This design comes from an exercise in tuning for small area on the open sky130 flow, not from production work.
RTL that was checked went through simulation tests only; none was proved equivalent to the original.
No driver is modelled on the clock port, so clocking that relies on it looks cheaper here than on a real chip.
No activity file was given, so power comes from the tool's default toggle rates.

Setup of P:
Design top_stopwatch_watch, start of the top module:
module top_stopwatch_watch (
    input               clk,
    input               reset,
    input   [3:0]       sw_under,
    input   [1:0]       sw_upper,
    input               btn_l,
    input               btn_r,
    input               btn_u,
    input               btn_d,
    input               uart_rx,
    output              uart_tx,
    output  [3:0]       fnd_digit,
    output  [7:0]       fnd_data
);
For scale: about 1100 cells after synthesis, ~140 flip-flops, ~26 I/O pins, about 8700 sq um of cells after synthesis.
make LEC_CHECK=0 ABC_AREA=1 CAP_MARGIN=20 CORE_MARGIN=2 CORE_UTILIZATION=40 CTS_BUF_LIST=sky130_fd_sc_hd__clkbuf_8 CTS_CLUSTER_DIAMETER=100 CTS_CLUSTER_SIZE=30 SLEW_MARGIN=20 finish   # period 10.0 ns
run.sh (not shown) runs the stock make flow with config.mk's settings and CLKGATE_MAP_FILE= SYNTH_SCRIPT=/design/flow/synth_recipe.tcl, a recipe that flattens the netlist after the stock synthesis.
--- input diff P..Q ---
- CTS_CLUSTER_DIAMETER removed (was 100)
- CTS_CLUSTER_SIZE removed (was 30)
Results
Cell depth of the worst hold path essentially unchanged between P and Q.
Overall power of the completed layout came out exactly the same in Q and P.
Diff Q..P | cell area | unchanged
Number of buffers added by the clock tree synthesis step: P vs Q identical
Going from P to Q, maximum clock insertion buffer count now sits at about the same level, minimum clock period now sits at about the same level.
No functional check of the RTL was part of any run of this note.

---

== run A ==
top_stopwatch_watch, a different RTL version from the one above (not shown whole).
Size: about 870 cells after synthesis, about 26 I/O pins, ~6900 sq um of cells after synthesis.
==> flow/config.mk <==
export PLATFORM = sky130hd
export DESIGN_NAME = top_stopwatch_watch
export DESIGN_NICKNAME = top_stopwatch_watch
export VERILOG_FILES = /design/flow/design.v
export SDC_FILE = /design/flow/constraint.sdc
export NUM_CORES = 4
export LEC_CHECK = 0
export ABC_AREA = 1
export CAP_MARGIN = 20
export CORE_MARGIN = 2
export CORE_UTILIZATION = 65
export SLEW_MARGIN = 20
==> flow/constraint.sdc <==
create_clock -name core_clock -period 10.0 [get_ports {clk}]
set_input_delay 2.0000 -clock core_clock [delete_from_list [all_inputs] [get_ports {clk}]]
set_output_delay 2.0000 -clock core_clock [all_outputs]
set_load 0.01 [all_outputs]
standard.sh (not shown) runs the stock make flow with config.mk's settings and CLKGATE_MAP_FILE= SYNTH_SCRIPT=/design/flow/synth_recipe.tcl, a recipe that flattens the netlist after the stock synthesis.
==> flow/flow/run.sh <==
#!/bin/bash
# Own layout flow: the standard synthesis, then its combinational logic
# re-mapped by ABC with area-oriented scripts (registers, their names and
# cell types untouched; the smallest of several mappings is kept), then the
# standard layout steps with a smaller clock tree (six leaf buffers, one
# per group of nearby registers, under one root buffer) and smaller port
# buffers. Each tool's output goes to a log file here.
set -euo pipefail
W=$PWD
F=$W/flow
R=$W/orfs/results/${FLOW_PLATFORM}/top_stopwatch_watch/base
LIB=$FLOW_HOME/platforms/${FLOW_PLATFORM}/lib/sky130_fd_sc_hd__tt_025C_1v80.lib

# 1. standard synthesis, unchanged
bash standard.sh synth > $W/log_1_standard_synth.log 2>&1

# 2. re-map the combinational logic with each script, keep the smallest
cp $R/1_2_yosys.v $W/1_2_yosys_standard.v
DONT_USE=$(sed -n '/DONT_USE_CELLS/,/^$/p' $FLOW_HOME/platforms/${FLOW_PLATFORM}/config.mk | grep -o 'sky130_fd_sc_hd__[A-Za-z0-9_]*' | tr '\n' ' ')
for s in d1 d2 d3 d4 e1 e2 e3 e4; do
  LIB=$LIB NET_IN=$W/1_2_yosys_standard.v NET_OUT=$W/1_2_yosys_resynth_$s.v TOP=$FLOW_TOP \
    STAT_PRE=$W/resynth_stat_pre_$s.txt STAT_POST=$W/resynth_stat_post_$s.txt \
    DONT_USE="$DONT_USE" ABC_SCRIPT=$F/resynth_$s.abc \
    yosys -c $F/resynth.tcl > $W/log_2_resynth_$s.log 2>&1 &
  if [[ $s == d4 ]]; then wait; fi
done
wait
best=""; best_area=""
for s in d1 d2 d3 d4 e1 e2 e3 e4; do
  area=$(grep -m1 "Chip area for module" $W/resynth_stat_post_$s.txt | awk '{print $NF}')
  echo "resynth $s: $area" >> $W/log_2_resynth_choice.log
  if [[ -z "$best" ]] || awk "BEGIN{exit !($area < $best_area)}"; then best=$s; best_area=$area; fi
done
echo "chosen: $best ($best_area)" >> $W/log_2_resynth_choice.log
cp $W/1_2_yosys_resynth_$best.v $R/1_2_yosys.v
rm -f $R/1_synth.odb $R/1_synth.sdc
touch $R/1_2_yosys.v

# 3. standard layout steps
export PRE_CTS_TCL=$F/mytree.tcl
export CTS_ARGS="-clk_nets clk -sink_clustering_enable -repair_clock_nets -dont_use_dummy_load -buf_list sky130_fd_sc_hd__clkbuf_8"
export BUFFER_PORTS_ARGS="-buffer_cell sky130_fd_sc_hd__buf_1"
bash standard.sh finish > $W/log_3_standard_layout.log 2>&1
==> flow/flow/mytree.tcl <==
# Split the clock net's register sinks into K groups by location and drive
# each group from its own clock buffer placed at the group's centre.
proc my_clock_tree { K bufmaster root } {
  set block [ord::get_db_block]
  set db [ord::get_db]
  set master [$db findMaster $bufmaster]
  set clknet [$block findNet clk]
  set sinks {}
  foreach it [$clknet getITerms] {
    set inst [$it getInst]
    lappend sinks [list $it [lindex [$inst getLocation] 0] [lindex [$inst getLocation] 1]]
  }
  set n [llength $sinks]
  # k-means, initial centres spread along x
  set sorted [lsort -integer -index 1 $sinks]
  set cx {}; set cy {}
  for {set k 0} {$k < $K} {incr k} {
    set s [lindex $sorted [expr {int(($k + 0.5) * $n / $K)}]]
    lappend cx [lindex $s 1]; lappend cy [lindex $s 2]
  }
  for {set iter 0} {$iter < 30} {incr iter} {
    set sx [lrepeat $K 0.0]; set sy [lrepeat $K 0.0]; set cnt [lrepeat $K 0]
    set assign {}
    foreach s $sinks {
      set best 0; set bd 1e30
      for {set k 0} {$k < $K} {incr k} {
        set d [expr {abs([lindex $s 1]-[lindex $cx $k]) + abs([lindex $s 2]-[lindex $cy $k])}]
        if {$d < $bd} { set bd $d; set best $k }
      }
      lappend assign $best
      lset sx $best [expr {[lindex $sx $best] + [lindex $s 1]}]
      lset sy $best [expr {[lindex $sy $best] + [lindex $s 2]}]
      lset cnt $best [expr {[lindex $cnt $best] + 1}]
    }
    for {set k 0} {$k < $K} {incr k} {
      if {[lindex $cnt $k] > 0} {
        lset cx $k [expr {int([lindex $sx $k] / [lindex $cnt $k])}]
        lset cy $k [expr {int([lindex $sy $k] / [lindex $cnt $k])}]
      }
    }
  }
  puts "my_clock_tree: group sizes $cnt"
  set leafnet $clknet
  if {$root ne ""} {
    set rinst [odb::dbInst_create $block [$db findMaster $root] "myclkroot"]
    set sx 0; set sy 0
    for {set k 0} {$k < $K} {incr k} { set sx [expr {$sx + [lindex $cx $k]}]; set sy [expr {$sy + [lindex $cy $k]}] }
    $rinst setLocation [expr {int($sx / $K)}] [expr {int($sy / $K)}]
    $rinst setPlacementStatus PLACED
    set leafnet [odb::dbNet_create $block "myclknet_root"]
    $leafnet setSigType CLOCK
    [$rinst findITerm A] connect $clknet
    [$rinst findITerm X] connect $leafnet
  }
  for {set k 0} {$k < $K} {incr k} {
    set inst [odb::dbInst_create $block $master "myclkbuf_$k"]
    $inst setLocation [lindex $cx $k] [lindex $cy $k]
    $inst setPlacementStatus PLACED
    set net [odb::dbNet_create $block "myclknet_$k"]
    $net setSigType CLOCK
    [$inst findITerm A] connect $leafnet
    [$inst findITerm X] connect $net
    set nets($k) $net
  }
  foreach s $sinks a $assign {
    set it [lindex $s 0]
    $it disconnect
    $it connect $nets($a)
  }
}

# A root buffer on the clock port drives K leaf buffers, one per group of
# registers; clock_tree_synthesis then runs on the port's net only.
my_clock_tree 6 sky130_fd_sc_hd__clkbuf_16 sky130_fd_sc_hd__clkbuf_8
Other scripts of this flow, unchanged in this note and not shown: flow/flow/resynth.tcl, flow/flow/resynth_d1.abc, flow/flow/resynth_d2.abc, flow/flow/resynth_d3.abc, flow/flow/resynth_d4.abc, flow/flow/resynth_e1.abc, flow/flow/resynth_e2.abc, flow/flow/resynth_e3.abc, flow/flow/resynth_e4.abc
--- input diff run A..run B ---
# run A
export LEC_CHECK = 0
export ABC_AREA = 1
export CAP_MARGIN = 20
export CORE_MARGIN = 2
export CORE_UTILIZATION = 65
export SLEW_MARGIN = 20
create_clock -name core_clock -period 10.0 [get_ports {clk}]
# run B
export LEC_CHECK = 0
export ABC_AREA = 1
export CAP_MARGIN = 20
export CORE_MARGIN = 2
export CORE_UTILIZATION = 90
export SLEW_MARGIN = 20
create_clock -name core_clock -period 10.0 [get_ports {clk}]
--- a/flow/flow/run.sh
+++ b/flow/flow/run.sh
@@ -3,5 +3,5 @@
 # re-mapped by ABC with area-oriented scripts (registers, their names and
 # cell types untouched; the smallest of several mappings is kept), then the
-# standard layout steps with a smaller clock tree (six leaf buffers, one
+# standard layout steps with a smaller clock tree (seven leaf buffers, one
 # per group of nearby registers, under one root buffer) and smaller port
 # buffers. Each tool's output goes to a log file here.
--- a/flow/flow/mytree.tcl
+++ b/flow/flow/mytree.tcl
@@ -72,3 +72,3 @@
 # A root buffer on the clock port drives K leaf buffers, one per group of
 # registers; clock_tree_synthesis then runs on the port's net only.
-my_clock_tree 6 sky130_fd_sc_hd__clkbuf_16 sky130_fd_sc_hd__clkbuf_8
+my_clock_tree 7 sky130_fd_sc_hd__clkbuf_8 sky130_fd_sc_hd__clkbuf_4
Results
Run B | ERROR | global placement without I/O. Run B vs. run A: synthesized area divided by synthesized cell count shows no meaningful change; synthesized instance count shows no meaningful change. Higher die span in y was reported by run A, not run B. The initial standard-cell utilization of the core in run B was higher than what run A gave.
--- input diff run B..run C ---
# run B
export LEC_CHECK = 0
export ABC_AREA = 1
export CAP_MARGIN = 20
export CORE_MARGIN = 2
export CORE_UTILIZATION = 90
export SLEW_MARGIN = 20
create_clock -name core_clock -period 10.0 [get_ports {clk}]
# run C
export LEC_CHECK = 0
export ABC_AREA = 1
export CAP_MARGIN = 5
export CORE_MARGIN = 2
export CORE_UTILIZATION = 85
export SLEW_MARGIN = 5
create_clock -name core_clock -period 10.0 [get_ports {clk}]
--- a/flow/flow/run.sh
+++ b/flow/flow/run.sh
@@ -3,5 +3,5 @@
 # re-mapped by ABC with area-oriented scripts (registers, their names and
 # cell types untouched; the smallest of several mappings is kept), then the
-# standard layout steps with a smaller clock tree (seven leaf buffers, one
+# standard layout steps with a smaller clock tree (eight leaf buffers, one
 # per group of nearby registers, under one root buffer) and smaller port
 # buffers. Each tool's output goes to a log file here.
@@ -28,10 +28,11 @@
 best=""; best_area=""
 for s in d1 d2 d3 d4 e1 e2 e3 e4; do
-  area=$(grep -m1 "Chip area for module" $W/resynth_stat_post_$s.txt | awk '{print $NF}')
+  area=$(grep -m1 "Chip area for module" $W/resynth_stat_post_$s.txt 2>/dev/null | awk '{print $NF}' || true)
+  [[ -n "$area" && -s $W/1_2_yosys_resynth_$s.v ]] || continue
   echo "resynth $s: $area" >> $W/log_2_resynth_choice.log
   if [[ -z "$best" ]] || awk "BEGIN{exit !($area < $best_area)}"; then best=$s; best_area=$area; fi
 done
 echo "chosen: $best ($best_area)" >> $W/log_2_resynth_choice.log
-cp $W/1_2_yosys_resynth_$best.v $R/1_2_yosys.v
+if [[ -n "$best" ]]; then cp $W/1_2_yosys_resynth_$best.v $R/1_2_yosys.v; fi
 rm -f $R/1_synth.odb $R/1_synth.sdc
 touch $R/1_2_yosys.v
--- a/flow/flow/mytree.tcl
+++ b/flow/flow/mytree.tcl
@@ -72,3 +72,3 @@
 # A root buffer on the clock port drives K leaf buffers, one per group of
 # registers; clock_tree_synthesis then runs on the port's net only.
-my_clock_tree 7 sky130_fd_sc_hd__clkbuf_8 sky130_fd_sc_hd__clkbuf_4
+my_clock_tree 8 sky130_fd_sc_hd__clkbuf_8 sky130_fd_sc_hd__clkbuf_4
Notes after the runs:
Seen in the log of run C: GPL-0301 during global placement without I/O, after which the run never completed. Run B never completed; the flow aborted with a tool error in global placement without I/O. Total nets after synthesis came out exactly the same in run B and run C. For cell area after synthesis, run B and run C come out practically identical. Re starting density of the core: run B and run C aren't equal, and the lower value belongs to run C. Changes observed in run C relative to run B: mean instance size in the synthesized netlist stayed essentially flat; die extent in y rose by about 2.8%; die width shows an increase of 2.5 um. The synthesized cell count of run B and that of run C are within noise of each other. NOTE: cell row count in run C exceeds that of run B.
For run D, these inputs were changed with respect to run C:
# run C
export LEC_CHECK = 0
export ABC_AREA = 1
export CAP_MARGIN = 5
export CORE_MARGIN = 2
export CORE_UTILIZATION = 85
export SLEW_MARGIN = 5
create_clock -name core_clock -period 10.0 [get_ports {clk}]
# run D
export LEC_CHECK = 0
export ABC_AREA = 1
export CAP_MARGIN = 20
export CORE_MARGIN = 2
export CORE_UTILIZATION = 80
export SLEW_MARGIN = 20
create_clock -name core_clock -period 10.0 [get_ports {clk}]
--- a/flow/flow/run.sh
+++ b/flow/flow/run.sh
@@ -3,5 +3,5 @@
 # re-mapped by ABC with area-oriented scripts (registers, their names and
 # cell types untouched; the smallest of several mappings is kept), then the
-# standard layout steps with a smaller clock tree (eight leaf buffers, one
+# standard layout steps with a smaller clock tree (five leaf buffers, one
 # per group of nearby registers, under one root buffer) and smaller port
 # buffers. Each tool's output goes to a log file here.
@@ -28,11 +28,10 @@
 best=""; best_area=""
 for s in d1 d2 d3 d4 e1 e2 e3 e4; do
-  area=$(grep -m1 "Chip area for module" $W/resynth_stat_post_$s.txt 2>/dev/null | awk '{print $NF}' || true)
-  [[ -n "$area" && -s $W/1_2_yosys_resynth_$s.v ]] || continue
+  area=$(grep -m1 "Chip area for module" $W/resynth_stat_post_$s.txt | awk '{print $NF}')
   echo "resynth $s: $area" >> $W/log_2_resynth_choice.log
   if [[ -z "$best" ]] || awk "BEGIN{exit !($area < $best_area)}"; then best=$s; best_area=$area; fi
 done
 echo "chosen: $best ($best_area)" >> $W/log_2_resynth_choice.log
-if [[ -n "$best" ]]; then cp $W/1_2_yosys_resynth_$best.v $R/1_2_yosys.v; fi
+cp $W/1_2_yosys_resynth_$best.v $R/1_2_yosys.v
 rm -f $R/1_synth.odb $R/1_synth.sdc
 touch $R/1_2_yosys.v
--- a/flow/flow/mytree.tcl
+++ b/flow/flow/mytree.tcl
@@ -72,3 +72,3 @@
 # A root buffer on the clock port drives K leaf buffers, one per group of
 # registers; clock_tree_synthesis then runs on the port's net only.
-my_clock_tree 8 sky130_fd_sc_hd__clkbuf_8 sky130_fd_sc_hd__clkbuf_4
+my_clock_tree 5 sky130_fd_sc_hd__clkbuf_16 sky130_fd_sc_hd__clkbuf_4
Run D finished every step from synthesis to the final layout, and the layout passed the timing, DRC and antenna checks.
Comparing run C against run D, there is no change at all in synthesized net count.
Run D -> run C: synthesized area delta 0, exact match
Min die boundary width across run D and run C: run C
Looking at initial core utilization, run D sits 5.3 points lower than run C does.
Compared with run C, run D shows die span in y higher by 2.9%.
Comparing run C against run D, there is no change at all in number of instances in the synthesized netlist.
Site row count went up by a few percent going from run C to run D.
Run C -> run D: synthesized area per cell flat

-- what the ideal ports hide --
Ports are ideal in the flow. The routed layouts listed here were re-timed in OpenROAD.
Step 1 sets driving cells, clkbuf_16 on the clock port and buf_2 on the other inputs (assumed; they add their load-dependent delay and slew).
Step 2 moves the port delays by t, midway between the first and last clock arrival at a register: inputs arrive t later, outputs are due t later. That takes back most of the time a late clock gives input paths.
Three values: ideal, step 1, step 2; two values: the first two.
run	t, ns	setup WS [ns]	pins driven straight from the clock port
P	0.495	2.800 / 2.757 / 2.757	1
Q	0.495	2.800 / 2.757 / 2.757	1
run A	0.430	3.295 / 3.300 / 2.870	1
run D	0.529	2.830 / 2.835 / 2.306	1
After both steps setup and hold are still met in every run listed. For run D, which loses most, drivers alone change the setup slack by +0.005 ns; drivers and shift together by -0.524 ns.
